This is an optimization exercise on Yosys and OpenROAD, whose aim is small area, not a production implementation. At most, simulation tests tie the RTL to the original design; equivalence was not proved. Function not checked in run 1: the RTL went through the layout flow alone. Power is estimated from default activity; no workload was simulated.

## flow/design.v (module list and top-level ports; edited modules follow where they fit)
// module pring: 25 lines
// module phil_mul: 840 lines
// module phil_dac: 40 lines
// module phil_core: 187 lines
module phil_core
(
    input wire clk,
    input wire rst_n,
    input wire [64-1:0] s_axis_tdata,
    input wire s_axis_tlast,
    input wire s_axis_tvalid,
    output wire s_axis_tready,
    input wire step,
    input wire [13:0] adc_ch1,
    output wire [13:0] dac_ch1,
    output wire [13:0] dac_ch2,
    output wire [43-1:0] out1,
    output wire [43-1:0] out2,
    output wire comp_ready
);
  // ...
==> flow/run.sh <==
#!/bin/bash
# synth_recipe.tcl (not shown) runs the flow's synth.tcl, then flattens the netlist and writes it again
# the make line also repeats each setting of config.mk as NAME=value (left out here)
make -C /OpenROAD-flow-scripts/flow DESIGN_CONFIG=/design/flow/config.mk WORK_HOME=/design/flow/orfs CLKGATE_MAP_FILE= SYNTH_SCRIPT=/design/flow/synth_recipe.tcl finish
==> flow/config.mk <==
export PLATFORM = sky130hd
export DESIGN_NAME = phil_core
export DESIGN_NICKNAME = phil_core
export VERILOG_FILES = /design/flow/design.v
export SDC_FILE = /design/flow/constraint.sdc
export NUM_CORES = 8
export LEC_CHECK = 0
export ABC_AREA = 1
export CAP_MARGIN = 20
export CORE_MARGIN = 2
export CORE_UTILIZATION = 40
export SLEW_MARGIN = 20
==> flow/constraint.sdc <==
create_clock -name core_clock -period 25.0 [get_ports {clk}]
set_input_delay 5.0000 -clock core_clock [delete_from_list [all_inputs] [get_ports {clk}]]
set_output_delay 5.0000 -clock core_clock [all_outputs]
set_load 0.01 [all_outputs]
==> results.txt, run 1 <==
top sig layer met4; post-cts sizing count 0; DP Worst Slack 0.569 ns; RePlAce Congestion 0.904; top post-synthesis cells by area dfxtp_1 (31%), edfxtp_1 (17%), fa_1 (17%); Netlist cell types 59; sequential logic power 1.96 mW; clock network fraction of total power 31.8%; Sw Ratio 32.7%; Longest Clk Path Bufs 3; vias in the first global route 31500; WP data required 25.58 ns; Detailed Route WL 129000 microns; post-synthesis simple-gate area fraction 8.67%; initial core utilization 40.3%; VDD IR max 0.0000739 V; actual slew at the worst max-slew pin 1.04 ns; combinational power 1.30 mW; H-tree depth 3; largest family of logic cells by synthesized area adder cells; Data buffer area share 5.33%; Lkg Pwr 23.8 nW; status finished clean; total power 4.78 mW; HPWL after DPL 93300 microns; most frequent cells in the layout inv_1 (746), dfxtp_1 (717), nand2_1 (458); count leader, synth inv_1; setup TNS 0 ns; layout cells sized above 1 9.23%; Num CTS Buffers 98; switching pwr 1.56 mW; CTS Hold Bufs 0; post-CTS setup buffer count 0; pwr dens 88.0 nW/um^2; met1 global-route usage 29.4%; TritonCTS clock tree done; met3 WL post-DR 10200 microns; hold worst-path end r_bon.st0[1]$_DFF_P_; Setup crit end R[42]$_DFF_P_; port bufs 197; placed cells 6062; DR WL met2 58700 microns; end-of-flow core utilization 46.8%; CTS Sinks 997
==> module phil_dac, before the edit <==
module phil_dac
(
    input wire [42:0] y,
    output wire [13:0] q
);
wire sg = y[42];
wire z = ~|y[31:0];
wire [18:0] kk = {{8{~sg}}, ~y[42:32]};
wire [19:0] c;
assign c[0] = z;
genvar i;
generate for (i = 0; i < 19; i = i + 1) begin : cch
    assign c[i+1] = (y[i] & kk[i]) | (y[i] & c[i]) | (kk[i] & c[i]);
end endgenerate
wire c19 = c[19];
wire inc = sg & c19;
wire dec = ~sg & ~c19;
wire [23:0] a = y[42:19];
wire [24:0] t;           
assign t[0] = inc | dec;
wire [23:0] v;
generate for (i = 0; i < 24; i = i + 1) begin : incdec
    assign v[i] = a[i] ^ t[i];
    assign t[i+1] = t[i] & (inc ? a[i] : ~a[i]);
end endgenerate
wire vneg = v[23];
wire vhi_pos = ($signed(v) >= 24'sd40960);
wire vlo_neg = ($signed(v) < -24'sd40960);
wire satp = ~sg & vhi_pos;
wire satn = sg & vlo_neg;
wire [2:0] r [0:17];
wire [15:0] u;
assign r[16] = v[16] ? 3'd4 : 3'd0;
generate for (i = 15; i >= 0; i = i - 1) begin : dv
    wire [3:0] tt = {r[i+1], v[i]};
    assign u[i] = (tt >= 4'd5);
    assign r[i] = (tt >= 4'd5) ? tt - 4'd5 : tt[2:0];
end endgenerate
assign q = satp ? 14'h1FFF : satn ? 14'h2000 : {sg, u[12:0]};
endmodule
==> run 2: changes to the inputs <==
--- a/flow/design.v
+++ b/flow/design.v
@@ -889,8 +889,8 @@
     assign t[i+1] = t[i] & (inc ? a[i] : ~a[i]);
 end endgenerate
 wire vneg = v[23];
-wire vhi_pos = ($signed(v) >= 24'sd40960);
-wire vlo_neg = ($signed(v) < -24'sd40960);
+wire vhi_pos = ~v[23] & (v[22:0] >= 23'd40960);
+wire vlo_neg = v[23] & (v[22:0] < 23'd8347648);    
 wire satp = ~sg & vhi_pos;
 wire satn = sg & vlo_neg;
 wire [2:0] r [0:17];
--- a/flow/config.mk
+++ b/flow/config.mk
@@ -9,4 +9,5 @@
 export CAP_MARGIN = 20
 export CORE_MARGIN = 2
 export CORE_UTILIZATION = 40
+export CTS_BUF_LIST = sky130_fd_sc_hd__clkbuf_4
 export SLEW_MARGIN = 20
==> run 2 against run 1 <==
Total power increased by 20%. First-iteration DRC count shrank 3.8%. Largest cell class unchanged. Highest routed layer is now met5. Clock skew grew 0.064 ns. Die area about the same. Critical endpoint unchanged. Via count up 4.7%. Synthesized cell count is 0.43% higher. Critical path depth is 2 higher. Worst setup slack better by 0.17 ns. Still clean.
==> results.txt, run 2 <==
status finished clean; Setup crit end kind flip-flop; most frequent cells in the layout inv_1 (729), dfxtp_1 (717), nand2_1 (462); RePlAce Congestion 0.917 (+1.4%); die height 346 microns; via-per-instance ratio 5.12; fin crit period 24.10 ns; Root Driver clkbuf_4; largest net degree at the start of global routing 59; ys flop type dfxtp_1; Worst Hold Class reg -> reg; actual slew at the worst max-slew pin 1.13 ns (+0.0983 ns); setup TNS 0 ns (unchanged); remaining antenna violation count 0; HPWL after DPL 96400 microns (+3.3%); largest register by flop count R; Synth-to-Final Area Change 15.8%; fraction of registers with async set or reset after synthesis 1.81%; layout cells sized above 1 13.6% (+4.4 points); VDD IR max 0.000155 V (+110%); top-area cell type share of the netlist area 30.6%; TritonCTS clock tree done; slowest CP cell fa_1; placed cells 6118 (+0.92%); gr ovfl total 0; count leader, synth inv_1; Final Setup Violations 0; die width 346 microns; initial antenna violation count 5; GRT Total Usage 22.2%; Avg Inst Size Synth 10.5 sq um; max reg flops 44; DR pass1 iterations 6; number of synthesized flops with an enable pin 262; Data arrival, critical path 25.11 ns; CP most frequent cell fa_1; pwr dens 106 nW/um^2 (+21%); #FFs+latches synth 997; post-synth top area cell dfxtp_1; Post-Synthesis Cells 4469; Num CTS Buffers 231 (+140%); CP startpoint kind flip-flop; Detailed Route WL 133000 microns (+2.9%); num rows 125; Longest Clk Path Bufs 3 (unchanged); Netlist cell types 59 (unchanged); Slew Limit Fails 0; Post-synth top cells inv_1 (734), dfxtp_1 (717), nand2_1 (465), fa_1 (387), xor2_1 (322); commonest non-fill, non-tap cell in the layout inv_1; # DRC 0; CTS Sinks 997 (unchanged); CTS Hold Bufs 0 (unchanged); Die Area 120000 sq um; initial DRC count 2708; Cell Area, Synth 46900 sq um; clock-pin transition on the worst setup and hold timing paths 0.06 ns; port bufs 197 (unchanged); CP Max Fanout 9; non-filler cells, final 6526; first-pass GRT wire length 202000 microns; Ports 199; WP data required 26.01 ns (+0.43 ns); top post-synthesis cells by area dfxtp_1 (31%), edfxtp_1 (17%), fa_1 (17%); H-tree depth 4 (+1); skew final 0.116 ns; Fin. Hold Viols 0; Lkg Pwr 24.1 nW (+1.1%); Via Count 33400; unrepaired setup endpoints after global routing false; sequential share of the synthesized area 48.4%; synth warn 3; slowest cell delay on critical path 0.53 ns; Avg WL per Cell 20.4 microns; maxcap violations 0; Skew-Pair Late Insertion Delay 1.18 ns; CORE AREA 116000 sq um; initial core utilization 40.3% (about the same); FMAX 41.5 MHz; Final Cycle Share 96.4%; Synthesized Nets 5021; Relative slew margins 23.6%; vias in the first global route 33700 (+7.2%); critical path class reg -> reg; Layout Nets 5380
==> run 2: cell count changes after synthesis, moves of 5 or more <==
cell and change:
nand2_2 +10, nor3_1 -19, nand3_1 +10, nand2_4 +5, a31oi_1 -7, inv_1 -16
o221ai_1 -7, mux2_2 -17, a21oi_1 +27, nand2_1 +6, nand4_1 -7, nor2_1 +24
o21ai_0 +13, o21ai_1 -6
==> run 2: repair_timing <==
item                                   CTS  global route
endpoints found under the hold margin    0             0
setup endpoints to repair                0             3
setup buffers                            0             1
gates resized for setup                  0             9
==> run 2: cell type report <==
class	count	area, sq um
timing repair buffer	355	3210
antenna	4	10.0
fill	10900	62000
clock inverter	78	526
inverter	750	2820
sequential	997	22700
multi-input combinational	2493	20700
tap	1524	1910
clock buffer	325	2440
==> run 2: cell families (layout without fill, tap and decap cells) <==
kind of cell | after synthesis | in the layout | share of synthesized area, %
mux | 7 | 7 | 0.168
other cells | 0 | 4 | 0
fa+ha+maj | 469 | 469 | 18.7
compound gates | 736 | 736 | 9.63
buf+inv | 979 | 1508 | 7.88
simple gates | 956 | 956 | 9.13
xor+xnor | 325 | 325 | 6.08
flops | 997 | 997 | 48.4
==> run 2: path summary, 6_finish.rpt <==
check / startpoint / end / slack, ns / depth (start not counted)
max: k[2]$_DFFE_PN0P_ / R[42]$_DFF_P_ / 0.90 / 78
min: r_aoff0.st3[13]$_DFF_P_ / r_aoff0.st2[13]$_DFF_P_ / 0.27 / 0
max reg2reg: k[2]$_DFFE_PN0P_ / R[42]$_DFF_P_ / 0.90 / 78
min reg2reg: r_aoff0.st3[13]$_DFF_P_ / r_aoff0.st2[13]$_DFF_P_ / 0.27 / 0
max in group asynchronous: rst_n / xz$_DFFE_PN1P_ / 20.77 / 1
min in group asynchronous: rst_n / widx[0]$_DFFE_PN0P_ / 3.82 / 1
==> run 2: power by group <==
group | switching [mW] | leakage (nW) | internal (mW)
Clock | 0.662 | 1.75 | 0.620
Sequential | 0.0177 | 8.39 | 2.11
Combinational | 1.75 | 13.9 | 0.599
Total | 2.43 | 24.1 | 3.33
==> run 2: metrics by stage <==
stage                     hold slack (ns)  power, mW  utilization, %  setup WS, ns  area, sq um
after global placement              0.310       4.46            44.1         0.485        51200
final                               0.272       5.76            46.7         0.903        54200
after CTS                           0.256       5.79            46.6         0.425        54200
after floorplan                     0.310       3.30               -          2.12        46900
after global routing                0.263       6.08            46.7       0.00567        54200
after detailed placement            0.312       4.50            44.1         0.496        51200
==> run 2: routing by layer <==
metal / GRT usage, % / part of all wire (%)
met1: 28.6 / 41
met2: 35.7 / 46
met5: 0 / 0.026
met4: 10.8 / 4.7
met3: 4.59 / 7.6
==> run 2: critical path, delay by kind of cell (launching register included) <==
family          cells  cell delay, ns
compound gates      2            0.30
fa+ha+maj          56           20.99
flops               1            0.49
xor+xnor            1            0.12
simple gates        4            0.59
buf+inv            15            1.46
==> run 3: changes to the inputs <==
--- a/flow/config.mk
+++ b/flow/config.mk
@@ -9,5 +9,4 @@
 export CAP_MARGIN = 20
 export CORE_MARGIN = 2
 export CORE_UTILIZATION = 40
-export CTS_BUF_LIST = sky130_fd_sc_hd__clkbuf_4
 export SLEW_MARGIN = 20
==> run 3 against run 2 <==
Critical path depth grew 1. Final area grew 0.63%. Core utilization grew 0.30 points. Sequential share of layout area shrank 0.26 points. Cell count shrank 3.5%. Synthesized area is the same. Via count shrank 2.5%. Die area is the same. Combinational power is essentially flat. First-iteration DRC count grew 4.2%. Fmax shrank 0.16%. Clock skew shrank 0.064 ns. Critical path type unchanged. Largest power group unchanged.
==> results.txt, run 3 <==
status finished clean; top-area cell type share of the netlist area 30.6% (unchanged); layout cells sized above 1 10.2% (-3.4 points); commonest non-fill, non-tap cell in the layout inv_1; fill cell count 10700 (-2.1%); Skew-Pair Late Insertion Delay 0.68 ns (-0.50 ns); Worst Hold Class reg -> reg; Avg Inst Size Synth 10.5 sq um (unchanged); FMAX 41.4 MHz (-0.16%); WP data required 25.57 ns (-0.44 ns); #FFs+latches synth 997 (unchanged); Synth-to-Final Area Change 16.5%; sequential share of the synthesized area 48.4% (unchanged); largest net degree at the start of global routing 59 (unchanged); Final Cycle Share 96.5% (+0.15 points); CP startpoint kind flip-flop; clock-pin transition on the worst setup and hold timing paths 0.06 ns (about the same); TritonCTS clock tree done; Netlist cell types 59 (unchanged); Detailed Route WL 132000 microns (-0.73%); unrepaired setup endpoints after global routing false; num rows 125 (unchanged); initial core utilization 40.3% (unchanged); Final Setup Violations 0 (unchanged); Lkg Pwr 24.0 nW (-0.50%); remaining antenna violation count 0 (unchanged); Post-synth top cells inv_1 (734), dfxtp_1 (717), nand2_1 (465), fa_1 (387), xor2_1 (322); GRT Total Usage 22.0% (-0.23 points); via-per-instance ratio 5.17 (+1.0%); Root Driver clkbuf_16; Top delay family on crit path adder cells; total power 5.95 mW (+3.3%); first-pass GRT wire length 201000 microns (-0.65%); Avg WL per Cell 20.9 microns (+2.9%); Fin. Hold Viols 0 (unchanged); slowest cell delay on critical path 0.53 ns (about the same); end-of-flow core utilization 47.0% (+0.30 points); slowest CP cell fa_1; pwr dens 109 nW/um^2 (+2.7%); CTS Hold Bufs 0 (unchanged); synth warn 3 (unchanged); Cell Area, Placed 51200 sq um (unchanged); fin crit period 24.13 ns (+0.0376 ns); RePlAce Congestion 0.917 (unchanged); # DRC 0 (unchanged); VDD IR max 0.000153 V (-0.77%); Longest Clk Path Bufs 3 (unchanged); DR pass1 iterations 6 (unchanged); die height 346 microns (unchanged); setup TNS 0 ns (unchanged); Layout Nets 5243 (-2.5%); port bufs 197 (unchanged); Finished Cell Area 54600 sq um (+0.63%); die width 346 microns (unchanged); maxcap violations 0 (unchanged); CP most frequent cell fa_1; ys flop type dfxtp_1; setup ws final 0.865 ns (-0.0376 ns); actual slew at the worst max-slew pin 1.12 ns (-0.0123 ns); Compound-Gate Fraction of Synth Area 9.63% (unchanged); initial antenna violation count 4 (-1); H-tree depth 3 (-1); Slew Limit Fails 0 (unchanged); count leader, synth inv_1; largest family of logic cells by synthesized area adder cells; CORE AREA 116000 sq um (unchanged); initial DRC count 2821 (+4.2%); WP buf/inv 16 (+1); Cell Area, Synth 46900 sq um (unchanged); Setup crit end kind flip-flop; fraction of registers with async set or reset after synthesis 1.81% (unchanged); top post-synthesis cells by area dfxtp_1 (31%), edfxtp_1 (17%), fa_1 (17%); max reg flops 44 (unchanged); Relative slew margins 24.9% (+1.3 points); XOR/XNOR share of the synthesized area 6.08% (unchanged); DP Worst Slack 0.496 ns (unchanged); multiplexer share of the synthesized area 0.168% (unchanged); Post-Synthesis Cells 4469 (unchanged); CTS Sinks 997 (unchanged); post-synthesis simple-gate area fraction 9.13% (unchanged); critical path class reg -> reg; Synthesized Nets 5021 (unchanged); Die Area 120000 sq um (unchanged); post-synth top area cell dfxtp_1; Ports 199 (unchanged); vias in the first global route 32600 (-3.5%); number of synthesized flops with an enable pin 262 (unchanged); skew final 0.0524 ns (-0.0641 ns); HPWL after DPL 96400 microns (unchanged); Data arrival, critical path 24.71 ns (-0.40 ns); Num CTS Buffers 94 (-59%); Via Count 32600 (-2.5%); post-synthesis adder-cell area fraction 18.7% (unchanged); gr ovfl total 0 (unchanged); largest register by flop count R; CP Max Fanout 9 (unchanged); most frequent cells in the layout inv_1 (729), dfxtp_1 (717), nand2_1 (462)
==> run 3: path summary, 6_finish.rpt <==
check | slack (ns) | cells after the start | from | endpoint
worst max-delay path | 0.87 | 79 | k[2]$_DFFE_PN0P_ | R[42]$_DFF_P_
worst min-delay path | 0.31 | 0 | r_boff.st2[1]$_DFF_P_ | r_boff.st1[1]$_DFF_P_
worst min register to register | 0.31 | 0 | r_boff.st2[1]$_DFF_P_ | r_boff.st1[1]$_DFF_P_
max in group asynchronous | 20.33 | 1 | rst_n | xz$_DFFE_PN1P_
worst max register to register | 0.87 | 79 | k[2]$_DFFE_PN0P_ | R[42]$_DFF_P_
min in group asynchronous | 4.30 | 1 | rst_n | al$_DFF_PN0_
==> run 3: area by class of cell <==
class	instances	area (sq um)	area share, %
clock buffers	126	2740	5.02
diodes	1	2.50	0.00458
inverters	750	2820	5.17
multi-input cells	2493	20700	37.8
clock inverters	50	577	1.06
well taps	1524	1910	3.49
repair buffers	355	3210	5.87
flip-flops and latches	997	22700	41.5
==> run 3: metrics by stage <==
stage               instances  hold WS, ns
finish                   6296        0.309
global route             6295        0.318
CTS                      6294        0.302
detailed placement       6118        0.312
global placement         6117        0.310
floorplan                4469        0.310
==> run 3: timing repair <==
item | CTS | global route
buffers inserted | 0 | 1
gates resized for setup | 0 | 9
endpoints found under the setup margin | 0 | 3
==> run 3: routing by layer <==
layer	GRT usage [%]	vias to the layer above	part of all wire [%]
li1	-	14800	-
met1	28.9	16100	42
met2	35.3	1359	46
met3	3.73	332	7.0
met4	10.4	6	5.1
met5	0.280	-	0.047
==> run 3: logic make-up (layout without fill, tap and decap cells) <==
logic type,count (synthesis),in the layout
AOI/OAI and AO/OA,736,736
xor gates and xnor gates,325,325
adders and majority gates,469,469
buffers and inverters,979,1281
DFF,997,997
muxes,7,7
other,0,1
and+or+nand+nor,956,956
==> run 3: where the power goes <==
group | total, mW | leakage [nW] | internal, mW | switching [mW]
sequential | 2.13 | 8.39 | 2.11 | 0.0176
combinational | 2.34 | 13.9 | 0.600 | 1.74
clock | 1.48 | 1.63 | 0.846 | 0.634
==> run 4: changes to the inputs <==
--- a/flow/config.mk
+++ b/flow/config.mk
@@ -9,4 +9,6 @@
 export CAP_MARGIN = 20
 export CORE_MARGIN = 2
 export CORE_UTILIZATION = 40
+export CTS_BUF_LIST = sky130_fd_sc_hd__clkbuf_8
+export CTS_CLUSTER_SIZE = 25
 export SLEW_MARGIN = 20
==> run 4 against run 3 <==
First-iteration DRC count increased by 0.46%. Combinational power about the same. Total power decreased by 1.0%. Clock skew decreased by 0.0014 ns. Sequential power about the same. Routed wire length increased by 0.60%. Count of clock-buffer cells in the layout increased by 50. Register-to-register slack improved by 0.06 ns. Sequential cell count unchanged. Core utilization about the same. Critical path type unchanged. Critical endpoint unchanged.
==> results.txt, run 4 <==
clock-pin transition on the worst setup and hold timing paths 0.07 ns (about the same); top-area cell type share of the netlist area 30.6% (unchanged); slowest CP cell fa_1; fraction of registers with async set or reset after synthesis 1.81% (unchanged); port bufs 197 (unchanged); Top delay family on crit path adder cells; Avg Inst Size Synth 10.5 sq um (unchanged); GRT Total Usage 22.2% (+0.24 points); pwr dens 108 nW/um^2 (-0.97%); Root Driver clkbuf_8; fin crit period 24.08 ns (-0.0584 ns); num rows 125 (unchanged); WP data required 25.74 ns (+0.17 ns); most frequent cells in the layout inv_1 (771), dfxtp_1 (717), nand2_1 (462); placed cells 6118 (unchanged); unrepaired setup endpoints after global routing false; RePlAce Congestion 0.917 (unchanged); max reg flops 44 (unchanged); Lkg Pwr 24.1 nW (+0.78%); maxcap violations 0 (unchanged); Relative slew margins 20.9% (-4.0 points); HPWL after DPL 96400 microns (unchanged); Slew Limit Fails 0 (unchanged); multi-input logic area 20700 sq um (unchanged); Layout Nets 5301 (+1.1%); DR pass1 iterations 5 (-1); WP buf/inv 16 (unchanged); CTS Sinks 997 (unchanged); die width 346 microns (unchanged); TritonCTS clock tree done; Levels on crit path 79 (unchanged); Avg WL per Cell 20.8 microns (-0.93%); remaining antenna violation count 0 (unchanged); synth warn 3 (unchanged); Final Cycle Share 96.3% (-0.23 points); CTS Hold Bufs 0 (unchanged); critical path class reg -> reg; layout cells sized above 1 11.2% (+0.95 points); die height 346 microns (unchanged); CORE AREA 116000 sq um (unchanged); VDD IR max 0.000156 V (+1.6%); top post-synthesis cells by area dfxtp_1 (31%), edfxtp_1 (17%), fa_1 (17%); first-pass GRT wire length 202000 microns (+0.60%); Cell Area, Synth 46900 sq um (unchanged); CP most frequent cell fa_1; initial antenna violation count 5 (+1); H-tree depth 4 (+1); initial core utilization 40.3% (unchanged); largest register by flop count R; Data arrival, critical path 24.82 ns (+0.11 ns); Ports 199 (unchanged); #FFs+latches synth 997 (unchanged); DP Worst Slack 0.496 ns (unchanged); Reg2Reg Depth 79 (unchanged); sequential share of the synthesized area 48.4% (unchanged); slowest cell delay on critical path 0.53 ns (about the same); ys flop type dfxtp_1; gr ovfl total 0 (unchanged); actual slew at the worst max-slew pin 1.17 ns (+0.0529 ns); Setup crit end kind flip-flop; skew final 0.0509 ns (-0.00143 ns); non-filler cells, final 6393 (+1.5%); Skew-Pair Late Insertion Delay 0.84 ns (+0.16 ns); hold path cells 0 (unchanged); status finished clean; via-per-instance ratio 5.13 (-0.89%); total power 5.89 mW (-1.0%); Detailed Route WL 133000 microns (+0.60%); Post-Synthesis Cells 4469 (unchanged); CP Max Fanout 16 (+7); number of synthesized flops with an enable pin 262 (unchanged); commonest non-fill, non-tap cell in the layout inv_1; Seq. cell area 22700 sq um (unchanged); Netlist cell types 59 (unchanged); Synthesized Nets 5021 (unchanged); setup TNS 0 ns (unchanged); # DRC 0 (unchanged); Fin. Hold Viols 0 (unchanged); Post-synth top cells inv_1 (734), dfxtp_1 (717), nand2_1 (465), fa_1 (387), xor2_1 (322); initial DRC count 2834 (+0.46%); Num CTS Buffers 152 (+62%); Die Area 120000 sq um (unchanged); count leader, synth inv_1; Synth-to-Final Area Change 16.4% (about the same); Via Count 32800 (+0.64%); setup ws final 0.924 ns (+0.0584 ns); Longest Clk Path Bufs 3 (unchanged); FMAX 41.5 MHz (+0.24%); largest net degree at the start of global routing 59 (unchanged); CP startpoint kind flip-flop; Final Setup Violations 0 (unchanged); fill cell count 10700 (+0.70%); Worst Hold Class reg -> reg; post-synth top area cell dfxtp_1; vias in the first global route 33100 (+1.7%)
-- run 4: path summary, 6_finish.rpt --
| path | slack (ns) | from | endpoint |
|---|---|---|---|
| min in group asynchronous | 4.73 | rst_n | lst$_DFFE_PN0P_ |
| max reg2reg | 0.92 | run$_DFFE_PN0P_ | R[42]$_DFF_P_ |
| min reg2reg | 0.31 | r_aoff0.st5[0]$_DFF_P_ | r_aoff0.st4[0]$_DFF_P_ |
| min | 0.31 | r_aoff0.st5[0]$_DFF_P_ | r_aoff0.st4[0]$_DFF_P_ |
| max in group asynchronous | 19.62 | rst_n | hb$_DFFE_PN0P_ |
| max | 0.92 | run$_DFFE_PN0P_ | R[42]$_DFF_P_ |
-- run 4: layer usage --
metal  routed length (microns)  track usage (%)  up-vias
met3                      9700             4.57      342
met1                     55400             28.8    16100
li1                          -                -    14900
met5                        40                0        -
met2                     60800             35.4     1404
met4                      6670             11.1        4
-- run 4: cell type report --
cell class	instances	share of cell area, %
clock inverters	95	1.55
well taps	1524	3.50
diodes	3	0.0138
repair buffers	355	5.88
clock buffers	176	4.44
flip-flops and latches	997	41.6
multi-input cells	2493	37.9
inverters	750	5.18
-- run 4: report_power, final --
group	switching (mW)	leakage, nW	total, mW	internal [mW]
clock	0.659	1.82	1.41	0.754
sequential	0.0178	8.39	2.13	2.11
combinational	1.75	13.9	2.35	0.599
total	2.42	24.1	5.89	3.46
-- run 4: cell families (layout without fill, tap and decap cells) --
logic type                 count (synthesis)  after routing  share of synthesized area (%)
AOI/OAI and AO/OA                        736            736                           9.63
xor gates and xnor gates                 325            325                           6.08
adders and majority gates                469            469                           18.7
buffers and inverters                    979           1376                           7.88
DFF                                      997            997                           48.4
muxes                                      7              7                          0.168
other                                      0              3                              0
and+or+nand+nor                          956            956                           9.13
-- run 4: timing repair --
item / in CTS / in global routing
setup buffers: 0 / 1
resized for setup: 0 / 8
setup endpoints to repair: 0 / 3
-- run 4: stage by stage --
step | hold slack (ns) | area [sq um] | utilization (%)
after detailed placement | 0.312 | 51200 | 44.1
after global placement | 0.310 | 51200 | 44.1
after CTS | 0.291 | 54500 | 46.9
after floorplan | 0.310 | 46900 | -
after global routing | 0.303 | 54500 | 46.9
final | 0.307 | 54500 | 46.9
==> run 5: changes to the inputs <==
--- a/flow/config.mk
+++ b/flow/config.mk
@@ -9,6 +9,7 @@
 export CAP_MARGIN = 20
 export CORE_MARGIN = 2
 export CORE_UTILIZATION = 40
-export CTS_BUF_LIST = sky130_fd_sc_hd__clkbuf_8
+export CTS_BUF_LIST = sky130_fd_sc_hd__clkbuf_16
+export CTS_CLUSTER_DIAMETER = 100
 export CTS_CLUSTER_SIZE = 25
 export SLEW_MARGIN = 20
==> run 5 against run 4 <==
Sequential power about the same. Routed wire length down 1.4%. Still clean on timing, DRC and antenna. Synthesized cell count unchanged. Global-route usage down 0.53 points. Fmax down 0.35%. Core utilization down 1.4 points. Die area unchanged. Worst setup slack worse by 0.085 ns.
==> results.txt, run 5 <==
setup TNS 0 ns (unchanged); layout cells sized above 1 8.44% (-2.8 points); die width 346 microns (unchanged); hold path cells 0 (unchanged); Die Area 120000 sq um (unchanged); VDD IR max 0.000154 V (-1.1%); pwr dens 102 nW/um^2 (-5.2%); Ports 199 (unchanged); Cell Area, Placed 51200 sq um (unchanged); GRT Total Usage 21.7% (-0.53 points); Synthesized Nets 5021 (unchanged); Fin. Hold Viols 0 (unchanged); Post-Synthesis Cells 4469 (unchanged); setup slack, reg-to-reg 0.84 ns (-0.08 ns); fin crit period 24.16 ns (+0.0849 ns); synth warn 3 (unchanged); slowest CP cell fa_1; CTS Sinks 997 (unchanged); num rows 125 (unchanged); WHS 0.296 ns (-0.0116 ns); clock-pin transition on the worst setup and hold timing paths 0.11 ns (+0.04 ns); post-synth top area cell dfxtp_1; gr ovfl total 0 (unchanged); Data arrival, critical path 24.72 ns (-0.10 ns); end-of-flow core utilization 45.6% (-1.4 points); CORE AREA 116000 sq um (unchanged); # DRC 0 (unchanged); skew final 0.0716 ns (+0.0207 ns); critical path class reg -> reg; count leader, synth inv_1; Via Count 32100 (-2.1%); largest register by flop count R; Final Setup Violations 0 (unchanged); Relative slew margins 24.4% (+3.6 points); most frequent cells in the layout inv_1 (746), dfxtp_1 (717), nand2_1 (462); fraction of registers with async set or reset after synthesis 1.81% (unchanged); Skew-Pair Late Insertion Delay 0.70 ns (-0.14 ns); Lkg Pwr 23.2 nW (-4.0%); DR pass1 iterations 7 (+2); fill cell count 10800 (+0.62%); reg2reg start k[2]$_DFFE_PN0P_; Slew Limit Fails 0 (unchanged); Worst Hold Class reg -> reg; hold worst-path end r_boff.st1[1]$_DFF_P_; status finished clean; first-pass GRT wire length 198000 microns (-2.0%); TritonCTS clock tree done; actual slew at the worst max-slew pin 1.12 ns (-0.0531 ns); maxcap violations 0 (unchanged); RePlAce Congestion 0.917 (unchanged); Reg2Reg Depth 73 (-7.6%); slowest cell delay on critical path 0.59 ns (+0.06 ns); Setup crit end kind flip-flop; Num CTS Buffers 52 (-66%); total power 5.42 mW (-8.0%); WP buf/inv 12 (-4); worst hold start r_boff.st2[1]$_DFF_P_; unrepaired setup endpoints after global routing false; Post-synth top cells inv_1 (734), dfxtp_1 (717), nand2_1 (465), fa_1 (387), xor2_1 (322); ys flop type dfxtp_1; Reg-to-Reg End R[42]$_DFF_P_; CTS Hold Bufs 0 (unchanged); port bufs 197 (unchanged); Layout Nets 5201 (-1.9%); vias in the first global route 32000 (-3.2%); initial core utilization 40.3% (unchanged); Finished Cell Area 52900 sq um (-2.9%); Root Driver clkbuf_16; commonest non-fill, non-tap cell in the layout inv_1; H-tree depth 2 (-2); die height 346 microns (unchanged); max reg flops 44 (unchanged); top-area cell type share of the netlist area 30.6% (unchanged); initial antenna violation count 0 (-5); sequential share of the synthesized area 48.4% (unchanged); Avg Inst Size Synth 10.5 sq um (unchanged); largest net degree at the start of global routing 59 (unchanged); WP data required 25.56 ns (-0.18 ns); remaining antenna violation count 0 (unchanged); Avg WL per Cell 21.1 microns (+1.6%); Detailed Route WL 131000 microns (-1.4%); Final Cycle Share 96.6% (+0.34 points); CP most frequent cell fa_1; Seq. cell area 22700 sq um (about the same); via-per-instance ratio 5.17 (+0.86%); Synth-to-Final Area Change 13.0%; CP Max Fanout 22 (+6); HPWL after DPL 96400 microns (unchanged); initial DRC count 2771 (-2.2%); top post-synthesis cells by area dfxtp_1 (31%), edfxtp_1 (17%), fa_1 (17%); Top delay family on crit path adder cells; #FFs+latches synth 997 (unchanged); Netlist cell types 59 (unchanged); number of synthesized flops with an enable pin 262 (unchanged); Cell Area, Synth 46900 sq um (unchanged); Longest Clk Path Bufs 3 (unchanged); multi-input logic area 20700 sq um (about the same); FMAX 41.4 MHz (-0.35%); CP startpoint kind flip-flop
==> run 5: how the worst max path moves through the flow <==
| stage | from | to | cells after the start |
|---|---|---|---|
| after CTS | k[2]$_DFFE_PN0P_ | R[42]$_DFF_P_ | 76 |
| after global placement | k[2]$_DFFE_PN0P_ | R[42]$_DFF_P_ | 76 |
| after global routing | k[2]$_DFFE_PN0P_ | R[42]$_DFF_P_ | 77 |
| after floorplan | k[2]$_DFFE_PN0P_ | R[42]$_DFF_P_ | 78 |
| final | k[2]$_DFFE_PN0P_ | R[42]$_DFF_P_ | 73 |
| after detailed placement | k[2]$_DFFE_PN0P_ | R[42]$_DFF_P_ | 76 |
==> run 5: layout make-up <==
cell class	count	share of cell area (%)
tap	1524	3.60
multi-input combinational	2493	39.0
clock buffer	52	2.46
clock inverter	32	0.669
antenna	1	0.00473
inverter	750	5.33
timing repair buffer	355	6.07
sequential	997	42.8
==> run 5: through the flow <==
stage	cells	setup slack, ns
finish	6204	0.839
global route	6203	0.0309
CTS	6202	0.390
detailed placement	6118	0.496
global placement	6117	0.485
floorplan	4469	2.12
==> run 5: metal layers <==
metal	share of wire (%)	global-route usage, %	up-vias
met5	0	0	-
met4	4.9	9.72	0
met1	42	28.8	15800
met2	46	35.0	1339
li1	-	-	14600
met3	7.1	3.39	293
==> run 5: cell families after synthesis <==
group	Yosys count	share of synthesized area, %
flip-flops	997	48.4
AO/OA/AOI/OAI	736	9.63
XOR/XNOR	325	6.08
buffers and inverters	979	7.88
adder cells (fa/ha/maj)	469	18.7
multiplexers	7	0.168
AND/OR/NAND/NOR	956	9.13
==> run 5: worst register-to-register path, delay by kind of cell, from the launching register on <==
family                     cells  cell delay [ns]
AOI/OAI and AO/OA              3             0.59
buffers and inverters         12             1.41
adders and majority gates     53            20.68
xor gates and xnor gates       1             0.17
DFF                            1             0.48
and+or+nand+nor                4             0.70
==> run 5: repair_timing <==
action / in CTS / in global routing
resized for setup: 0 / 10
buffers inserted: 0 / 1
setup endpoints to repair: 0 / 3
==> run 5: where the power goes <==
group	switching [mW]	internal (mW)
Sequential	0.0178	2.11
Clock	0.549	0.401
Combinational	1.74	0.599

port drivers added, routing unchanged:
The flow's constraints put no driver on any port. The routed layouts listed below were extracted and timed again, unchanged, in two steps.
Step 1 assumes that a clkbuf_16 drives the clock port and a buf_2 every other input.
Step 2, shift: input delay + t, output delay - t, t = (earliest + latest rising clock arrival at the registers) / 2. This alone moves slack from input paths to output paths.
Slacks: ideal ports / drivers / drivers and shift; pairs: ideal ports / drivers.
run | t (ns) | setup WS [ns] | worst setup path at the end
run 1 | 0.740 | 0.734 / 0.734 / 0.734 | register to register
run 2 | 1.189 | 0.903 / 0.903 / 0.903 | register to register
run 3 | 0.731 | 0.865 / 0.865 / 0.865 | register to register
run 4 | 0.889 | 0.924 / 0.924 / 0.924 | register to register
run 5 | 0.734 | 0.839 / 0.839 / 0.839 | register to register
After both steps every run listed still meets setup and hold.
